This is an optimization exercise on Yosys and OpenROAD, whose aim is small area, not a production implementation.
In this exercise RTL edits were held to simulation tests only and were not proved equivalent to the original.
Power is estimated from default activity; no workload was simulated.

## xenon
## Median_Finder_9inputs_8bits
module Median_Finder_9inputs_8bits(
    output wire [7:0] median_pixel,
    output wire       out_valid,
    input  wire [7:0] pixel0, pixel1, pixel2,
    input  wire [7:0] pixel3, pixel4, pixel5,
    input  wire [7:0] pixel6, pixel7, pixel8,
    input  wire       in_valid,
    input  wire       rst,
    input  wire       clk
);
export LEC_CHECK = 0
export ABC_AREA = 1
export CAP_MARGIN = 20
export CORE_MARGIN = 2
export CORE_UTILIZATION = 40
export CTS_BUF_LIST = sky130_fd_sc_hd__clkbuf_8
export GPL_TIMING_DRIVEN = 0
export SLEW_MARGIN = 20
create_clock -name core_clock -period 2.5 [get_ports {clk}]
standard.sh (not shown) runs the stock make flow with config.mk's settings and CLKGATE_MAP_FILE= SYNTH_SCRIPT=/design/flow/synth_recipe.tcl, a recipe that flattens the netlist after the stock synthesis.
==> flow/flow/run.sh <==
#!/bin/bash
# Own layout flow: the standard flow, with these changes:
#  - synthesis maps the logic with the ABC script in flow/abc.script (a
#    mapping to a 1.8 ns delay target with area recovery) instead of ORFS's;
#    the rest of the standard synthesis (synth_recipe.tcl) is unchanged, so
#    registers keep their names;
#  - flow/make_vars.txt adds make variables to the layout steps (one per
#    line): the cell buffer_ports puts on every port (a small plain buffer
#    instead of the default delay cell) and the clock tree options (small
#    clock buffers, no dummy loads).
# Each tool's output goes to a log file in the folder this runs in.
set -euo pipefail
W=$PWD
F=$W/flow
sed 's|log_cmd abc {\*}\$abc_args|log_cmd abc {*}[lreplace $abc_args 1 1 '"$F"'/abc.script]|' \
    "$FLOW_HOME/scripts/synth.tcl" > "$W/own_synth_core.tcl"
grep -q "$F/abc.script" "$W/own_synth_core.tcl"
sed "s|source \$::env(SCRIPTS_DIR)/synth.tcl|source $W/own_synth_core.tcl|" \
    "$W/synth_recipe.tcl" > "$W/own_synth.tcl"
grep -q "own_synth_core.tcl" "$W/own_synth.tcl"
bash "$W/standard.sh" "SYNTH_SCRIPT=$W/own_synth.tcl" synth > "$W/own_synth.log" 2>&1
EXTRA=()
while read -r line; do
    [[ -z "$line" || "$line" == \#* ]] || EXTRA+=("$line")
done < "$F/make_vars.txt"
bash "$W/standard.sh" "${EXTRA[@]}" finish > "$W/own_layout.log" 2>&1
==> flow/flow/abc.script <==
strash
dch
map -D 1800
topo
stime -c
buffer -c
dnsize -D 1800 -c
==> flow/flow/make_vars.txt <==
# extra make variables for the layout, one per line
BUFFER_PORTS_ARGS=-buffer_cell sky130_fd_sc_hd__buf_1
CTS_ARGS=-sink_clustering_enable -repair_clock_nets -buf_list sky130_fd_sc_hd__clkbuf_8 -dont_use_dummy_load
Edits applied to the flow inputs when going from xenon to yarrow:
-- flow/flow/abc.script --
<<< xenon, line 7
>>> yarrow, line 7
upsize -D 1800 -c
Notes after the runs:
yarrow: met1 wire length 100 um above xenon
Delta (yarrow minus xenon): part of the total power dissipated in sequential elements moved up; die area moved up.
Share of layout cells above drive strength 1: lower on yarrow
Wire length reported by the detailed router delta (yarrow − xenon): favourable
The inputs of onyx differ from those of yarrow as listed below.
-- flow/flow/run.sh --
<<< yarrow, line 4
#    mapping to a 1.8 ns delay target with area recovery) instead of ORFS's;
>>> onyx, line 4
#    mapping to a 2 ns delay target with area recovery) instead of ORFS's;
onyx has completed all stages; timing, DRC and antenna checks passed. On clock period minus final worst setup slack, yarrow and onyx are basically level. Global-route wire length before repair: onyx vs yarrow identical. As far as non-clock buffer count goes, onyx and yarrow are indistinguishable; the numbers are identical. Internal power summed over all cells came out exactly the same in yarrow and onyx. Re max-capacitance violation count: no difference whatsoever between onyx and yarrow. Any difference in largest driver fanout on the critical path between yarrow and onyx is small enough to ignore. As far as highest achievable clock rate goes, yarrow and onyx are indistinguishable; the numbers are identical. From yarrow to onyx, wire length did not move at all. Power came out exactly the same in yarrow and onyx. On routed metal-1 wirelength, yarrow and onyx are basically level. Reported for yarrow and onyx, wire length on met3 turned out identical to the last digit.
## Diff of input files: quartz against onyx
-- flow/flow/run.sh --
<<< onyx, line 4
#    mapping to a 2 ns delay target with area recovery) instead of ORFS's;
>>> quartz, line 4
#    mapping to a 1.8 ns delay target with area recovery) instead of ORFS's;
-- flow/flow/make_vars.txt --
<<< onyx, line 4
>>> quartz, line 4
RECOVER_POWER=100
Notes after the runs:
quartz finished all stages; the layout is clean. Reported for quartz and onyx, total core area turned out identical to the last digit. | final core utilization | quartz vs onyx | ≈ equal |. onyx -> quartz: net switching power of the design flat. Taking onyx as the reference, in quartz power attributed to sequential cells has remained practically unchanged, total power now sits at about the same level, combinational share of power held.
Input-level comparison between zinc and quartz:
-- flow/flow/run.sh --
<<< quartz, line 4
#    mapping to a 1.8 ns delay target with area recovery) instead of ORFS's;
>>> zinc, line 4
#    mapping to a 2 ns delay target with area recovery) instead of ORFS's;
==> flow/flow/abc.script <==
strash
dch
map -D 2000
topo
stime -c
buffer -c
upsize -D 2000 -c
dnsize -D 2000 -c
==> flow/flow/make_vars.txt <==
# extra make variables for the layout, one per line
BUFFER_PORTS_ARGS=-buffer_cell sky130_fd_sc_hd__buf_1
CTS_ARGS=-sink_clustering_enable -repair_clock_nets -root_buf sky130_fd_sc_hd__clkbuf_8 -buf_list sky130_fd_sc_hd__clkbuf_4 -dont_use_dummy_load
Notes after the runs:
Comparing quartz and zinc, sequential fraction of design power is lower on zinc.
Per the final summary, zinc finished and its layout is clean on timing, DRC and antenna.
quartz leaves more setup margin than zinc.
zinc vs quartz — post-placement worst setup slack dropped 0.30 ns.
Summary of zinc over quartz: maximum vdd drop went up by 29 uV; clock buffer count in the final layout closely matched the old numbers; combinational fraction of design power saw an increase.

---

## wip/ember
Another version of the RTL of Median_Finder_9inputs_8bits (not shown whole).
For scale: about 130 flip-flops, ~84 I/O pins.
## Median_Finder_9inputs_8bits
module Median_Finder_9inputs_8bits(
    output wire [7:0] median_pixel,
    output wire       out_valid,
    input  wire [7:0] pixel0, pixel1, pixel2,
    input  wire [7:0] pixel3, pixel4, pixel5,
    input  wire [7:0] pixel6, pixel7, pixel8,
    input  wire       in_valid,
    input  wire       rst,
    input  wire       clk
);
==> flow/config.mk <==
export PLATFORM = sky130hd
export DESIGN_NAME = Median_Finder_9inputs_8bits
export DESIGN_NICKNAME = Median_Finder_9inputs_8bits
export VERILOG_FILES = /design/flow/design.v
export SDC_FILE = /design/flow/constraint.sdc
export NUM_CORES = 4
export LEC_CHECK = 0
export ABC_AREA = 1
export CAP_MARGIN = 20
export CORE_MARGIN = 2
export CORE_UTILIZATION = 40
export CTS_BUF_LIST = sky130_fd_sc_hd__clkbuf_8
export SLEW_MARGIN = 20
==> flow/constraint.sdc <==
create_clock -name core_clock -period 2.5 [get_ports {clk}]
set_input_delay 0.5000 -clock core_clock [delete_from_list [all_inputs] [get_ports {clk}]]
set_output_delay 0.5000 -clock core_clock [all_outputs]
set_load 0.01 [all_outputs]
==> flow/flow/run.sh <==
#!/bin/bash
# Own layout flow: the standard flow, with two changes:
#  - synthesis maps the logic with the ABC script in flow/abc.script (an
#    area-oriented mapping) instead of ORFS's; the rest of the standard
#    synthesis (synth_recipe.tcl) is unchanged, so registers keep their names;
#  - port buffers are plain buffers (flow/ports.txt names the cell) instead
#    of the default delay cell.
# Each tool's output goes to a log file in the folder this runs in.
set -euo pipefail
W=$PWD
F=$W/flow
sed 's|log_cmd abc {\*}\$abc_args|log_cmd abc {*}[lreplace $abc_args 1 1 '"$F"'/abc.script]|' \
    "$FLOW_HOME/scripts/synth.tcl" > "$W/own_synth_core.tcl"
grep -q "$F/abc.script" "$W/own_synth_core.tcl"
sed "s|source \$::env(SCRIPTS_DIR)/synth.tcl|source $W/own_synth_core.tcl|" \
    "$W/synth_recipe.tcl" > "$W/own_synth.tcl"
grep -q "own_synth_core.tcl" "$W/own_synth.tcl"
bash "$W/standard.sh" "SYNTH_SCRIPT=$W/own_synth.tcl" synth > "$W/own_synth.log" 2>&1
EXTRA=()
while read -r line; do
    [[ -z "$line" || "$line" == \#* ]] || EXTRA+=("$line")
done < "$F/make_vars.txt"
bash "$W/standard.sh" "${EXTRA[@]}" finish > "$W/own_layout.log" 2>&1
==> flow/flow/abc.script <==
strash
dch
map -D 2000
topo
stime -c
buffer -c
upsize -D 2000 -c
dnsize -D 2000 -c
==> flow/flow/make_vars.txt <==
# extra make variables for the layout, one per line
BUFFER_PORTS_ARGS=-buffer_cell sky130_fd_sc_hd__buf_2
### wip/ember -> wip/fjord
--- a/flow/flow/run.sh
+++ b/flow/flow/run.sh
@@ -6,2 +6,3 @@
-#  - port buffers are plain buffers (flow/ports.txt names the cell) instead
-#    of the default delay cell.
+#  - flow/make_vars.txt adds make variables to the layout steps (one per
+#    line), here the cell buffer_ports puts on every port: a small plain
+#    buffer instead of the default delay cell.
==> flow/flow/make_vars.txt <==
# extra make variables for the layout, one per line
BUFFER_PORTS_ARGS=-buffer_cell sky130_fd_sc_hd__buf_1
CTS_ARGS=-sink_clustering_enable -repair_clock_nets -buf_list sky130_fd_sc_hd__clkbuf_4 -dont_use_dummy_load -sink_clustering_size 8
--- a/flow/config.mk
+++ b/flow/config.mk
@@ -12,0 +13 @@
+export GPL_TIMING_DRIVEN = 0
## What came out
- Delta (wip/fjord minus wip/ember): maximum frequency rose 4.5 MHz; aggregate global-route resource usage went down; share of the cycle needed by the critical path after routing decreased by 0.99 points relative to the old numbers.
- Summary of wip/fjord over wip/ember: worst setup slack now larger; utilization now smaller.
- For the mean routed wirelength per cell, wip/fjord came in 5.4% higher than wip/ember did.
- Cmp wip/fjord vs wip/ember: worst hold slack lower in wip/fjord
Input-level comparison between wip/tundra and wip/fjord:
--- a/flow/flow/run.sh
+++ b/flow/flow/run.sh
@@ -6,3 +6,2 @@
-#  - flow/make_vars.txt adds make variables to the layout steps (one per
-#    line), here the cell buffer_ports puts on every port: a small plain
-#    buffer instead of the default delay cell.
+#  - port buffers are plain buffers (flow/ports.txt names the cell) instead
+#    of the default delay cell.
==> comparison <==
- Total power density per cell area: wip/fjord vs wip/tundra identical
- wip/tundra -> wip/fjord: overall fraction of global-route tracks in use delta 0, exact match
- wip/tundra -> wip/fjord: later-pin clock latency in the skew report flat
- Reported for wip/tundra and wip/fjord, net switching power turned out identical to the last digit.
- On number of maximum-capacitance violations, wip/tundra and wip/fjord are neck and neck.
For wip/garnet, these inputs were changed with respect to wip/tundra:
--- a/flow/flow/run.sh
+++ b/flow/flow/run.sh
@@ -2,6 +2,9 @@
-# Own layout flow: the standard flow, with two changes:
-#  - synthesis maps the logic with the ABC script in flow/abc.script (an
-#    area-oriented mapping) instead of ORFS's; the rest of the standard
-#    synthesis (synth_recipe.tcl) is unchanged, so registers keep their names;
-#  - port buffers are plain buffers (flow/ports.txt names the cell) instead
-#    of the default delay cell.
+# Own layout flow: the standard flow, with these changes:
+#  - synthesis maps the logic with the ABC script in flow/abc.script (a
+#    mapping to a 2 ns delay target with area recovery) instead of ORFS's;
+#    the rest of the standard synthesis (synth_recipe.tcl) is unchanged, so
+#    registers keep their names;
+#  - flow/make_vars.txt adds make variables to the layout steps (one per
+#    line): the cell buffer_ports puts on every port (a small plain buffer
+#    instead of the default delay cell) and the clock tree options (small
+#    clock buffers, no dummy loads).
--- a/flow/flow/abc.script
+++ b/flow/flow/abc.script
@@ -2,2 +2,9 @@
-dch
-map -D 2000
+&get -n
+&fraig -x
+&put
+dc2
+strash
+&get -n
+&dch -f
+&nf -D 2000
+&put
--- a/flow/config.mk
+++ b/flow/config.mk
@@ -12 +11,0 @@
-export CTS_BUF_LIST = sky130_fd_sc_hd__clkbuf_8
@@ -13,0 +13 @@
+export SETUP_SLACK_MARGIN = 0.05
Notes after the runs:
wip/tundra → wip/garnet: count of input and output buffers shows a reduction of 6, detailed router's first-iteration violation count shows a reduction of 19%, core occupancy in the finished layout shows no meaningful change. The most area-hungry cell class in the final design comes out flip-flops and latches in one run and multi-input combinational cells in the other, namely in wip/tundra and wip/garnet respectively. Compared with wip/tundra, in wip/garnet synthesized netlist cell count decreased by 21% relative to the old numbers; shortest period the worst path allows increased by 0.030 ns relative to the old numbers; global-route wire length before repair decreased by about 10% relative to the old numbers; final wirelength decreased by about 6% relative to the old numbers. Power share of the combinational group: wip/tundra vs wip/garnet, no meaningful difference. Having completed the whole flow, wip/garnet delivered a layout that passed the timing, DRC and antenna checks.

## port drivers added, routing unchanged
In the flow no input, the clock included, has a driving cell. The finished layouts below were timed again as built, in two steps.
Step 1, drivers: a clkbuf_16 drives clk and a buf_2 each remaining input, both assumed.
Step 2 adds t to the input delays and takes it off the output delays; t is the mean of the earliest and latest rising clock arrival at the registers after step 1. Input paths then give back, and output paths get back, about the clock's delay inside the block.
Slacks: no drivers / after step 1 / after step 2; pairs: no drivers / after step 1.
| run | t (ns) | setup slack, ns | worst hold slack (ns) |
|---|---|---|---|
| xenon | 0.395 | 0.052 / 0.062 / -0.333 | 0.292 / 0.283 / 0.323 |
| yarrow | 0.396 | 0.108 / 0.077 / -0.266 | 0.292 / 0.288 / 0.324 |
| onyx | 0.396 | 0.108 / 0.077 / -0.266 | 0.292 / 0.288 / 0.324 |
| quartz | 0.397 | 0.106 / 0.075 / -0.280 | 0.291 / 0.287 / 0.324 |
| zinc | 0.389 | 0.045 / 0.062 / -0.327 | 0.298 / 0.286 / 0.316 |
| wip/ember | 0.473 | 0.143 / 0.143 / -0.105 | 0.232 / 0.225 / 0.331 |
| wip/fjord | 0.521 | 0.167 / 0.178 / -0.343 | 0.164 / 0.153 / 0.323 |
| wip/tundra | 0.521 | 0.167 / 0.178 / -0.343 | 0.164 / 0.153 / 0.323 |
| wip/garnet | 0.551 | 0.137 / 0.137 / -0.390 | 0.136 / 0.134 / 0.333 |
With both steps, setup timing fails in every run listed, where it was met with ideal ports. For wip/garnet, which loses most, drivers alone change the setup slack by 0.000 ns; drivers and shift together by -0.527 ns.
